Background: an optimization exercise with open tools, aiming at small area. Do not read the settings as production practice.
Function was checked by simulation only, so behaviour that the tests miss may differ from the original.
Power is estimated from default activity; no workload was simulated.

## run 1
==> flow/design.v <==
`timescale 1ns / 1ps
module FSM_top(emerg_in, g_f, f_f, s_f, emerg_out, motor, reset, clk, seg, next_LED, an);
input emerg_in, g_f, f_f, s_f, reset, clk;
output [6:0] seg;
output [7:0] an;
output emerg_out;
output [2:0] motor;
output [2:0] next_LED;
reg [5:0] a;      
reg h;            
reg [2:0] r;      
reg [4:0] q;      
reg [1:0] d2;
reg [1:0] lf;
reg [8:0] ps;     
reg [1:0] pg;     
reg [2:0] ctl;    
reg m2;           
wire alast = (a[4:0] == 5'b01110);
wire scan = alast & ~h;
wire step = alast & h & (q == 5'd0) & (r[1:0] == 2'd2);
wire emerg = (d2 == 2'd3);
wire [1:0] disp1 = emerg ? 2'd0 : lf;
wire [1:0] disp2 = emerg ? 2'd0 : d2;
reg [1:0] nf;
always @(*) begin
    case (d2)
    2'd0: nf = f_f ? 2'd1 : s_f ? 2'd2 : 2'd0;
    2'd1: nf = g_f ? 2'd0 : s_f ? 2'd2 : 2'd1;
    default: nf = g_f ? 2'd0 : f_f ? 2'd1 : 2'd2;
    endcase
end
reg [2:0] ctl_n;
always @(*) begin
    case ({disp1, disp2})
    4'b0001: ctl_n = 3'b001;
    4'b0010: ctl_n = 3'b101;
    4'b0100: ctl_n = 3'b010;
    4'b0110: ctl_n = 3'b001;
    4'b1000: ctl_n = 3'b110;
    4'b1001: ctl_n = 3'b010;
    default: ctl_n = 3'b000;
    endcase
end
wire pend = (pg == 2'b00) ? ((ps & 9'b111101111) == 9'b000100111) :
            (pg == 2'b01) ? ((ps & 9'b110110101) == 9'b100100101) :
                            ((ps & 9'b111110101) == 9'b100000100);
wire [1:0] pg_n = pend ? {pg[0] & ~pg[1], ~pg[1]} : pg;
always @(posedge clk or posedge reset) begin
    if (reset) begin
        a <= 6'b011100;
        h <= 1'b0;
        r <= 3'd0;
        q <= 5'd0;
        d2 <= 2'd0;
        lf <= 2'd0;
        ps <= 9'b000001100;
        pg <= 2'b00;
        ctl <= 3'd0;
        m2 <= 1'b0;
    end else begin
        a <= {a[4:0], a[5] ^ a[0] ^ alast};
        h <= h ^ alast;
        if (scan) begin
            r <= r + 3'd1;
            q <= (q == 5'd24) ? 5'd0 : q + 5'd1;
        end
        if (step) begin
            lf <= disp2;
            d2 <= (emerg_in | emerg) ? 2'd3 : nf;
        end
        ps <= {ps[7:0], ps[8] ^ ps[4] ^ pend};
        pg <= pg_n;
        ctl <= ctl_n;
        m2 <= ctl[2] ? ~pg_n[1] : ~pg_n[0];
    end
end
assign emerg_out = emerg;
assign next_LED = {lf == 2'd2, lf == 2'd1, lf == 2'd0};
assign motor = {m2, ctl[1:0]};
assign an = ~{r == 3'd0, r == 3'd7, r == 3'd6, r == 3'd5, r == 3'd4, r == 3'd3, r == 3'd2, r == 3'd1};
wire [1:0] dv2 = ((q == 5'd0) & ~h) ? lf : disp2;
wire [1:0] dv = (r == 3'd1) ? disp1 : dv2;
wire blank = (r != 3'd1) & (r != 3'd2);
assign seg = blank ? 7'b1111111 :
             (dv == 2'd0) ? 7'b0000001 :
             (dv == 2'd1) ? 7'b1001111 : 7'b0010010;
endmodule
clock: 10.0 ns
lec_check: 0
cap_margin: 20
core_margin: 2
core_utilization: 40
slew_margin: 20
run.sh (not shown) runs the stock make flow with config.mk's settings and CLKGATE_MAP_FILE= SYNTH_SCRIPT=/design/flow/synth_recipe.tcl, a recipe that flattens the netlist after the stock synthesis.
Input-level comparison between run 5 and run 1:
==> flow/design.v <==
`timescale 1ns / 1ps
module FSM_top(emerg_in, g_f, f_f, s_f, emerg_out, motor, reset, clk, seg, next_LED, an);
input emerg_in, g_f, f_f, s_f, reset, clk;
output [6:0] seg;
output [7:0] an;
output emerg_out;
output [2:0] motor;
output [2:0] next_LED;
reg [6:0] a;      
reg [2:0] r;      
reg [4:0] q;      
reg [1:0] d2;
reg [1:0] lf;
reg [9:0] pc;     
reg [2:0] ctl;    
reg m2;           
wire scan = (a == 7'd49);
wire wrap = (a == 7'd99);
wire step = wrap & (q == 5'd0) & (r[1:0] == 2'd2);
wire emerg = (d2 == 2'd3);
wire [1:0] disp1 = emerg ? 2'd0 : lf;
wire [1:0] disp2 = emerg ? 2'd0 : d2;
reg [1:0] nf;
always @(*) begin
    case (d2)
    2'd0: nf = f_f ? 2'd1 : s_f ? 2'd2 : 2'd0;
    2'd1: nf = g_f ? 2'd0 : s_f ? 2'd2 : 2'd1;
    default: nf = g_f ? 2'd0 : f_f ? 2'd1 : 2'd2;
    endcase
end
reg [2:0] ctl_n;
always @(*) begin
    case ({disp1, disp2})
    4'b0001: ctl_n = 3'b001;
    4'b0010: ctl_n = 3'b101;
    4'b0100: ctl_n = 3'b010;
    4'b0110: ctl_n = 3'b001;
    4'b1000: ctl_n = 3'b110;
    4'b1001: ctl_n = 3'b010;
    default: ctl_n = 3'b000;
    endcase
end
wire [9:0] pc_n = (pc == 10'd1000) ? 10'd0 : pc + 10'd1;
always @(posedge clk or posedge reset) begin
    if (reset) begin
        a <= 7'd0;
        r <= 3'd0;
        q <= 5'd0;
        d2 <= 2'd0;
        lf <= 2'd0;
        pc <= 10'd0;
        ctl <= 3'd0;
        m2 <= 1'b0;
    end else begin
        a <= wrap ? 7'd0 : a + 7'd1;
        if (scan) begin
            r <= r + 3'd1;
            q <= (q == 5'd24) ? 5'd0 : q + 5'd1;
        end
        if (step) begin
            lf <= disp2;
            d2 <= (emerg_in | emerg) ? 2'd3 : nf;
        end
        pc <= pc_n;
        ctl <= ctl_n;
        m2 <= ctl[2] ? (pc_n < 10'd700) : (pc_n < 10'd400);
    end
end
assign emerg_out = emerg;
assign next_LED = {lf == 2'd2, lf == 2'd1, lf == 2'd0};
assign motor = {m2, ctl[1:0]};
assign an = ~{r == 3'd0, r == 3'd7, r == 3'd6, r == 3'd5, r == 3'd4, r == 3'd3, r == 3'd2, r == 3'd1};
wire [1:0] dv2 = ((q == 5'd0) & (a < 7'd50)) ? lf : disp2;
wire [1:0] dv = (r == 3'd1) ? disp1 : dv2;
wire blank = (r != 3'd1) & (r != 3'd2);
assign seg = blank ? 7'b1111111 :
             (dv == 2'd0) ? 7'b0000001 :
             (dv == 2'd1) ? 7'b1001111 : 7'b0010010;
endmodule
- Per the comparison of run 5 with run 1, count of cell instances traversed by the critical path grew by 1, final critical path time including I/O delays and setup grew by 190 ps, aggregate global-route resource usage shrank by 0.84 points, number of cells on the worst reg-to-reg path held steady.
- Total power consumption of the routed design for run 5: 0.000026 W down relative to run 1
- Die footprint on run 5 is up relative to run 1.

## static timing again, ports no longer ideal
In the flow no input, the clock included, has a driving cell. The finished layouts below were timed again as built, in two steps. Step 1 (the two cells are an assumption about what drives the block):
set clk [get_ports {clk}]
set_driving_cell -lib_cell sky130_fd_sc_hd__clkbuf_16 $clk
set_driving_cell -lib_cell sky130_fd_sc_hd__buf_2 [delete_from_list [all_inputs] $clk]
Step 2 times the ports against the registers' clock, not the clock port: input delays grow and output delays shrink by t, the midpoint of the rising clock arrivals with the driver on. Slacks: ideal / step 1 / step 2; pairs: ideal / step 1.
run	shift t [ns]	slack for setup (ns)	worst setup path after step 2	latest minus earliest clock arrival (ns)
run 1	0.308	5.232 / 5.208 / 5.516	register to output	0.004 / 0.004
run 5	0.297	5.038 / 5.013 / 5.310	register to output	0.003 / 0.004
After both steps setup and hold are still met in every run listed.
